This design comes from an exercise in tuning for small area on the open sky130 flow, not from production work. RTL that was checked went through simulation tests only; none was proved equivalent to the original.

the previous run:
==> flow/design.v <==
module HR_estimator #(
        parameter CLK_FREQ = 200,
        parameter NUM_PEAKS = 4
)(
    input  wire        clk,
    input  wire        rst,
    input  wire        sample_en,
    input  signed [7:0] Xin,
    output wire [31:0] bpm
);
    wire [10:0] Y;
    wire [9:0]  mx;
    wire        pd, clr, idle;
    wire [13:0] q;
    hr_pre  u_pre  (.clk(clk), .rst(rst), .se(sample_en), .Xin(Xin), .clr(clr),
                    .idle(idle), .Y(Y));
    hr_peak u_peak (.clk(clk), .rst(rst), .se(sample_en), .Y(Y), .mx(mx), .pd(pd));
    hr_ring u_ring (.clk(clk), .rst(rst), .se(sample_en), .H(Y[10:1]), .mx(mx),
                    .idle(idle), .clr(clr));
    hr_rr   u_rr   (.clk(clk), .rst(rst), .se(sample_en), .pd(pd), .clr(clr), .q(q));
    assign bpm = {18'd0, q};
endmodule
module hr_pre (
    input  wire        clk,
    input  wire        rst,
    input  wire        se,
    input  signed [7:0] Xin,
    input  wire        clr,       
    input  wire        idle,      
    output reg  [10:0] Y
);
    reg signed [7:0] xp;
    reg  [4:0] act;
    wire [4:0] astep = {act[3:0], act[4] ^ act[2]};
    wire signed [8:0] dx = Xin - xp;
    wire flat = (dx <= 9'sd20) && (dx >= -9'sd20);
    wire sleep = (act == 5'd17);
    wire a16   = (act == 5'd24);
    wire pre = se & ~sleep;
    always @(posedge clk or posedge rst) begin
        if (rst) begin
            xp  <= 8'sd0;
            act <= 5'd1;
        end else if (se) begin
            xp <= Xin;
            if (sleep)      act <= flat ? 5'd17 : 5'd1;
            else if (a16)   act <= 5'd17;
            else            act <= flat ? astep : 5'd1;
        end
    end
    reg  [47:0] dr;       
    reg  [2:0] c6;
    reg  [2:0] st;        
    reg signed [10:0] acc;
    wire [7:0] dt = dr[47:40];
    wire       dins = (st == 3'd1) & (c6 == 3'd0);
    always @(posedge clk) begin
        dr <= {dr[39:0], clr ? 8'd0 : (dins ? xp : dt)};
        if (clr) c6 <= 3'd0;
        else if (!dins) c6 <= (c6 == 3'd5) ? 3'd0 : c6 + 3'd1;
    end
    wire        dbl = (st == 3'd2) | (st == 3'd4);
    wire        neg = (st == 3'd3) | (st == 3'd4);
    wire [10:0] opd = dbl ? {{2{dt[7]}}, dt, 1'b0} : {{3{dt[7]}}, dt};
    wire [10:0] sum = (dins ? 11'd0 : acc) + (neg ? ~opd : opd) + {10'd0, neg};
    always @(posedge clk)
        if (dins | (st == 3'd2) | (st == 3'd3) | (st == 3'd4)) acc <= sum;
    wire signed [7:0] dsh = acc[10:3];
    wire [6:0] rect = dsh[7] ? -dsh[6:0] : dsh[6:0];
    reg  [3:0] c2;
    reg  [111:0] w;       
    wire [6:0] wt = w[111:105];
    wire       wins = (st == 3'd5) & (c2 == 4'd0) & idle;
    always @(posedge clk) begin
        w <= {w[104:0], clr ? 7'd0 : (wins ? rect : wt)};
        if (clr) c2 <= 4'd0;
        else if (!wins) c2 <= c2 + 4'd1;
    end
    always @(posedge clk or posedge rst) begin
        if (rst) begin
            st <= 3'd0;
            Y  <= 11'd0;
        end else begin
            if (pre) st <= 3'd1;
            else if (dins | (st == 3'd2) | (st == 3'd3) | (st == 3'd4)) st <= st + 3'd1;
            else if (wins) st <= 3'd0;
            if (wins) Y <= Y + rect - wt;
        end
    end
endmodule
module hr_peak (
    input  wire        clk,
    input  wire        rst,
    input  wire        se,
    input  wire [10:0] Y,
    input  wire [9:0]  mx,        
    output reg         pd
);
    reg  [9:0] thr, mv;           
    reg  [5:0] ps;
    reg  [3:0] tcnt;
    wire slow = (ps == 6'd42);
    wire raw = {1'b0, Y} > ({2'b0, thr} + 12'd50);
    wire heavy = ~slow | (tcnt == 4'd7);
    always @(posedge clk or posedge rst) begin
        if (rst) begin
            thr <= 0; mv <= 0; pd <= 0; ps <= 6'd1; tcnt <= 0;
        end else if (se) begin
            pd <= raw;
            tcnt <= tcnt + 4'd1;
            if (ps == 6'd53)  ps <= 6'd42;      
            else if (raw)     ps <= 6'd1;
            else if (!slow)   ps <= {ps[4:0], ps[5] ^ ps[4]};
            if (heavy) begin
                thr <= mv;
                mv  <= mx;
            end
        end
    end
endmodule
module hr_ring (
    input  wire        clk,
    input  wire        rst,
    input  wire        se,
    input  wire [9:0]  H,
    output wire [9:0]  mx,
    output wire        idle,
    output reg         clr
);
    localparam NW = 197;                    
    reg  [4*NW-1:0] r;                      
    reg  [7:0] c;                           
    reg  [1:0] f;                           
    reg  [1:0] mode;                        
    reg        fs;                          
    reg  [9:0] V;                           
    reg  [8:0] z;                           
    reg  [2:0] oatr;                        
    wire [3:0] tap = r[4*NW-1:4*NW-4];
    wire       start = (mode == 2'd1) & (c == 8'd0);
    assign idle = (mode == 2'd0);
    reg  [9:0]  mxr;                        
    wire [9:0]  X  = mode[1] ? V : mxr;
    wire [10:0] Dx = {1'b0, X} - {1'b0, H};
    wire        lo = Dx[10] & mode[0];      
    wire [9:0]  v0 = lo ? H : X;
    wire [9:0]  Dv = lo ? 10'd0 : Dx[9:0];  
    wire [8:0]  z0 = start ? 9'd0 : z;
    wire        Dhi = |Dv[9:3];
    wire        zhi = (z0[8:3] == 6'b011111);    
    reg  [3:0] ow;
    reg  [1:0] m;
    reg  [2:0] o, zc;       
    reg  [2:0] oat;         
    reg        fsn, fnext, fhere;
    reg  [1:0] fl;
    integer k;
    wire [9:0] zn = {1'b0, z0} + {7'd0, zc};
    wire       zdone = zn[8] & (|zn[7:0] | zn[9]);    
    always @(*) begin
        ow = tap; o = 3'd0; zc = 3'd0; oat = 3'd0; fsn = start ? 1'b0 : fs;
        m = start ? 2'd2 : mode; fhere = 1'b0; fnext = 1'b0; fl = f;
        for (k = 0; k < 4; k = k + 1) begin
            if (!(start && k < f)) begin
                if (m == 2'd2) begin
                    if (!tap[k]) begin
                        zc = zc + 3'd1;
                        if (!fsn && !(start && k == f)) begin
                            fsn = 1'b1; oat = o; fhere = 1'b1; fl = k;
                        end
                    end else begin
                        o = o + 3'd1;
                    end
                    if ((!Dhi && Dv[2:0] == o) || (zhi && ({1'b0, z0[2:0]} + zc == 4'd8))) begin
                        m = 2'd3;
                        if (!fsn) begin
                            fsn = 1'b1; oat = o;
                            if (k == 3) begin fnext = 1'b1; fl = 2'd0; end
                            else begin fhere = 1'b1; fl = k + 1; end
                        end
                    end
                end else if (m == 2'd3) begin
                    if (Dhi || Dv[2:0] > o) begin
                        ow[k] = 1'b1; o = o + 3'd1;
                    end else begin
                        ow[k] = 1'b0; zc = zc + 3'd1;
                    end
                end
            end
        end
    end
    wire [1:0] mnext = (m == 2'd3 && zdone) ? 2'd0 : m;
    wire [9:0] vn = v0 - {7'd0, mode[1] | start ? o : oatr};
    assign mx = vn;                         
    wire busy = start | mode[1];
    always @(posedge clk) begin
        r <= {r[4*NW-5:0], clr ? 4'd0 : (busy ? ow : tap)};
        if (clr) f <= 2'd0;
        if (busy) begin
            V <= vn;
            z <= z0 + {6'd0, zc};
            fs <= fsn;
            f <= fl;
        end
    end
    always @(posedge clk or posedge rst) begin
        if (rst) begin
            clr <= 1'b1; c <= 8'd0; mode <= 2'd0; mxr <= 10'd0; oatr <= 3'd0;
        end else begin
            if (clr & (c == NW-1)) clr <= 1'b0;
            if (busy & fhere)      c <= 8'd1;
            else if (busy & fnext) c <= 8'd0;
            else                   c <= (c == NW-1) ? 8'd0 : c + 8'd1;
            if (busy) begin
                mode <= mnext;
                if (fhere | fnext) begin mxr <= v0; oatr <= oat; end
            end else if (se) begin
                mode <= 2'd1;
                mxr <= vn; oatr <= 3'd0;
            end
        end
    end
endmodule
module hr_rr (
    input  wire        clk,
    input  wire        rst,
    input  wire        se,
    input  wire        pd,
    input  wire        clr,
    output reg  [13:0] q
);
    reg  [18:0] tr, cr;
    reg  [4:0]  p;
    reg         ppd, done, pz, pend, act, cya, cyb, sh, run, dpend;
    reg  [1:0]  icnt, op;       
    reg  [3:0]  dc;
    wire rise = pd & ~ppd;
    wire go   = pend & (p == 5'd0);
    wire en   = go | act;
    wire p0   = (p == 5'd0);
    wire tb   = tr[18];
    wire cb   = cr[18];
    wire low  = ~p[4];                           
    wire [13:0] DIVIDEND = 14'd12000;
    wire tsub = (op == 2'd1);
    wire tadd = (op[0] & ~tsub) | tsub;          
    wire ta_b = cb ^ tsub;
    wire ta_c = p0 ? tsub : cya;
    wire tnew = tb ^ ta_b ^ ta_c;
    wire first = (dc == 4'd13);
    wire rold  = cb & ~first;
    wire dsub  = first | q[0];
    wire da    = p0 ? DIVIDEND[dc] : sh;
    wire db    = (low & tr[16]) ^ dsub;
    wire dcin  = p0 ? dsub : cyb;
    wire dsum  = da ^ db ^ dcin;
    wire icin  = p0 | cyb;
    wire cinc  = low & (cb ^ icin);
    always @(posedge clk) begin
        p <= (p == 5'd18 || clr) ? 5'd0 : p + 5'd1;
        tr <= {tr[17:0], clr ? 1'b0 : ((en & tadd) ? tnew : tb)};
        cr <= {cr[17:0], clr ? 1'b0 : (run ? dsum : (en ? cinc : cb))};
        cya <= (tb & ta_b) | (tb & ta_c) | (ta_b & ta_c);
        cyb <= run ? ((da & db) | (da & dcin) | (db & dcin)) : (cb & icin);
        sh  <= rold;
        if (run) begin
            if (p == 5'd18) dc <= dc - 4'd1;
        end else dc <= 4'd13;
    end
    always @(posedge clk or posedge rst) begin
        if (rst) begin
            ppd <= 0; done <= 0; pz <= 1'b1; icnt <= 0; pend <= 0; act <= 0;
            op <= 0; run <= 0; q <= 0; dpend <= 0;
        end else begin
            if (go) pend <= 1'b0;
            if (go) act <= 1'b1;
            else if (p == 5'd18) act <= 1'b0;
            if (se && !done) begin
                ppd  <= pd;
                pend <= 1'b1;
                op   <= !rise ? 2'd0 : pz ? 2'd1 : (icnt == 2'd3) ? 2'd3 : 2'd2;
                if (rise && !pz) begin
                    icnt <= icnt + 2'd1;
                    if (icnt == 2'd3) done <= 1'b1;
                end
            end
            if (en && op != 2'd0) begin
                if (op != 2'd3) begin
                    if (low) pz <= (p0 | pz) & ~cb;
                end else begin
                    if (p == 5'd2)                  pz <= tnew;
                    else if (p > 5'd2 && p < 5'd18) pz <= pz | tnew;
                    else if (p == 5'd18)            pz <= pz & ~tnew;
                end
            end
            if (done && se && icnt == 2'd0) begin
                icnt <= 2'd1;
                if (pz) dpend <= 1'b1;
            end
            if (dpend && p == 5'd18) begin
                dpend <= 1'b0;
                run <= 1'b1;
            end
            if (run && p == 5'd18) begin
                q <= {q[12:0], ~dsum};
                if (dc == 4'd0) run <= 1'b0;
            end
        end
    end
endmodule
clock: 650.0 ns
lec_check: 0
cap_margin: 20
core_margin: 2
core_utilization: 60
cts_buf_list: sky130_fd_sc_hd__clkbuf_8
cts_cluster_diameter: 50
cts_cluster_size: 20
place_density: 0.75
slew_margin: 20
standard.sh (not shown) runs the stock make flow with config.mk's settings and CLKGATE_MAP_FILE= SYNTH_SCRIPT=/design/flow/synth_recipe.tcl, a recipe that flattens the netlist after the stock synthesis.
==> flow/flow/run.sh <==
#!/bin/bash
# The standard layout (standard.sh, which runs the ORFS flow unchanged),
# with two settings passed through the environment:
#  - the clock tree is built without dummy loads (CTS -dont_use_dummy_load);
#  - ports are buffered with the smallest buffer.
# Each tool's full output goes to standard_run.log in this folder.
set -euo pipefail
export CTS_ARGS="-sink_clustering_enable -repair_clock_nets -dont_use_dummy_load -sink_clustering_size 20 -sink_clustering_max_diameter 50 -buf_list sky130_fd_sc_hd__clkbuf_8"
export BUFFER_PORTS_ARGS="-buffer_cell sky130_fd_sc_hd__buf_1"
bash standard.sh > standard_run.log 2>&1
Inputs modified between the previous run and the current run:
-- flow/design.v --
<<< the previous run, line 158
    wire [9:0] zn = {1'b0, z0} + {7'd0, zc};
    wire       zdone = zn[8] & (|zn[7:0] | zn[9]);    
    always @(*) begin
        ow = tap; o = 3'd0; zc = 3'd0; oat = 3'd0; fsn = start ? 1'b0 : fs;
        m = start ? 2'd2 : mode; fhere = 1'b0; fnext = 1'b0; fl = f;
        for (k = 0; k < 4; k = k + 1) begin
            if (!(start && k < f)) begin
                if (m == 2'd2) begin
                    if (!tap[k]) begin
                        zc = zc + 3'd1;
>>> the current run, line 158
    wire [9:0] zn = {1'b0, z0} + {7'd0, zc};
    wire       zdone = zn[8] & (|zn[7:0] | zn[9]);    
    reg        wr;                          
    always @(*) begin
        ow = tap; o = 3'd0; zc = 3'd0; oat = 3'd0; fsn = start ? 1'b0 : fs;
        wr = ~start & mode[0]; fhere = 1'b0; fnext = 1'b0; fl = f;
        for (k = 0; k < 4; k = k + 1) begin
            if (!(start && k < f)) begin
                if (!wr) begin
                    if (!tap[k]) begin
                        zc = zc + 3'd1;
<<< the previous run, line 173
                    end
                    if ((!Dhi && Dv[2:0] == o) || (zhi && ({1'b0, z0[2:0]} + zc == 4'd8))) begin
                        m = 2'd3;
                        if (!fsn) begin
                            fsn = 1'b1; oat = o;
>>> the current run, line 174
                    end
                    if ((!Dhi && Dv[2:0] == o) || (zhi && ({1'b0, z0[2:0]} + zc == 4'd8))) begin
                        wr = 1'b1;
                        if (!fsn) begin
                            fsn = 1'b1; oat = o;
<<< the previous run, line 180
                        end
                    end
                end else if (m == 2'd3) begin
                    if (Dhi || Dv[2:0] > o) begin
                        ow[k] = 1'b1; o = o + 3'd1;
>>> the current run, line 181
                        end
                    end
                end else begin
                    if (Dhi || Dv[2:0] > o) begin
                        ow[k] = 1'b1; o = o + 3'd1;
<<< the previous run, line 189
            end
        end
    end
    wire [1:0] mnext = (m == 2'd3 && zdone) ? 2'd0 : m;
>>> the current run, line 190
            end
        end
        m = {1'b1, wr};
    end
    wire [1:0] mnext = (m == 2'd3 && zdone) ? 2'd0 : m;
<<< the previous run, line 196
    always @(posedge clk) begin
        r <= {r[4*NW-5:0], clr ? 4'd0 : (busy ? ow : tap)};
        if (clr) f <= 2'd0;
        if (busy) begin
            V <= vn;
            z <= z0 + {6'd0, zc};
            fs <= fsn;
            f <= fl;
        end
    end
    always @(posedge clk or posedge rst) begin
>>> the current run, line 198
    always @(posedge clk) begin
        r <= {r[4*NW-5:0], clr ? 4'd0 : (busy ? ow : tap)};
        V <= vn;
        z <= zn[8:0];
        fs <= fsn;
        if (clr) f <= 2'd0;
        else if (busy) f <= fl;
    end
    always @(posedge clk or posedge rst) begin
## What came out
Setup WNS the previous run -> the current run: worse. Between the previous run and the current run, critical path depth decreased. Summary of the current run over the previous run: count of mapped cells out of synthesis decreased by 69 relative to the old numbers, share of layout cells above drive strength 1 increased by 0.40 points relative to the old numbers, worst-case hold slack increased by 0.029 ns relative to the old numbers, number of enable-type register cells in the synthesized netlist decreased by 22 relative to the old numbers. Compared with the previous run, the current run ends up with less cell area. Placed instance area on the current run is down relative to the previous run. Comparing the current run with the previous run, the area growth from synthesis to layout came out essentially unchanged.
The RTL of the previous run was laid out without a check of its function.

-- static timing again, ports no longer ideal --
The flow's constraints put no driver on any port. The routed layouts listed below were extracted and timed again, unchanged, in two steps. Step 1 (the two cells are an assumption about what drives the block):
set clk [get_ports {clk}]
set_driving_cell -lib_cell sky130_fd_sc_hd__clkbuf_16 $clk
set_driving_cell -lib_cell sky130_fd_sc_hd__buf_2 [delete_from_list [all_inputs] $clk]
Step 2 adds t to the input delays and takes it off the output delays; t is the mean of the earliest and latest rising clock arrival at the registers after step 1. Input paths then give back, and output paths get back, about the clock's delay inside the block. Three values: no drivers, after step 1, after step 2; two values: the first two.
run | shift t [ns] | setup WS [ns] | slew at the worst register clock pin (ns)
the previous run | 0.700 | 517.636 / 517.606 / 516.907 | 0.11 / 0.11
the current run | 0.682 | 517.395 / 517.427 / 516.745 | 0.11 / 0.11
After both steps every run listed still meets setup and hold. The setup slack of the previous run, which loses most, moves by -0.030 ns with the drivers and by -0.729 ns with both steps.
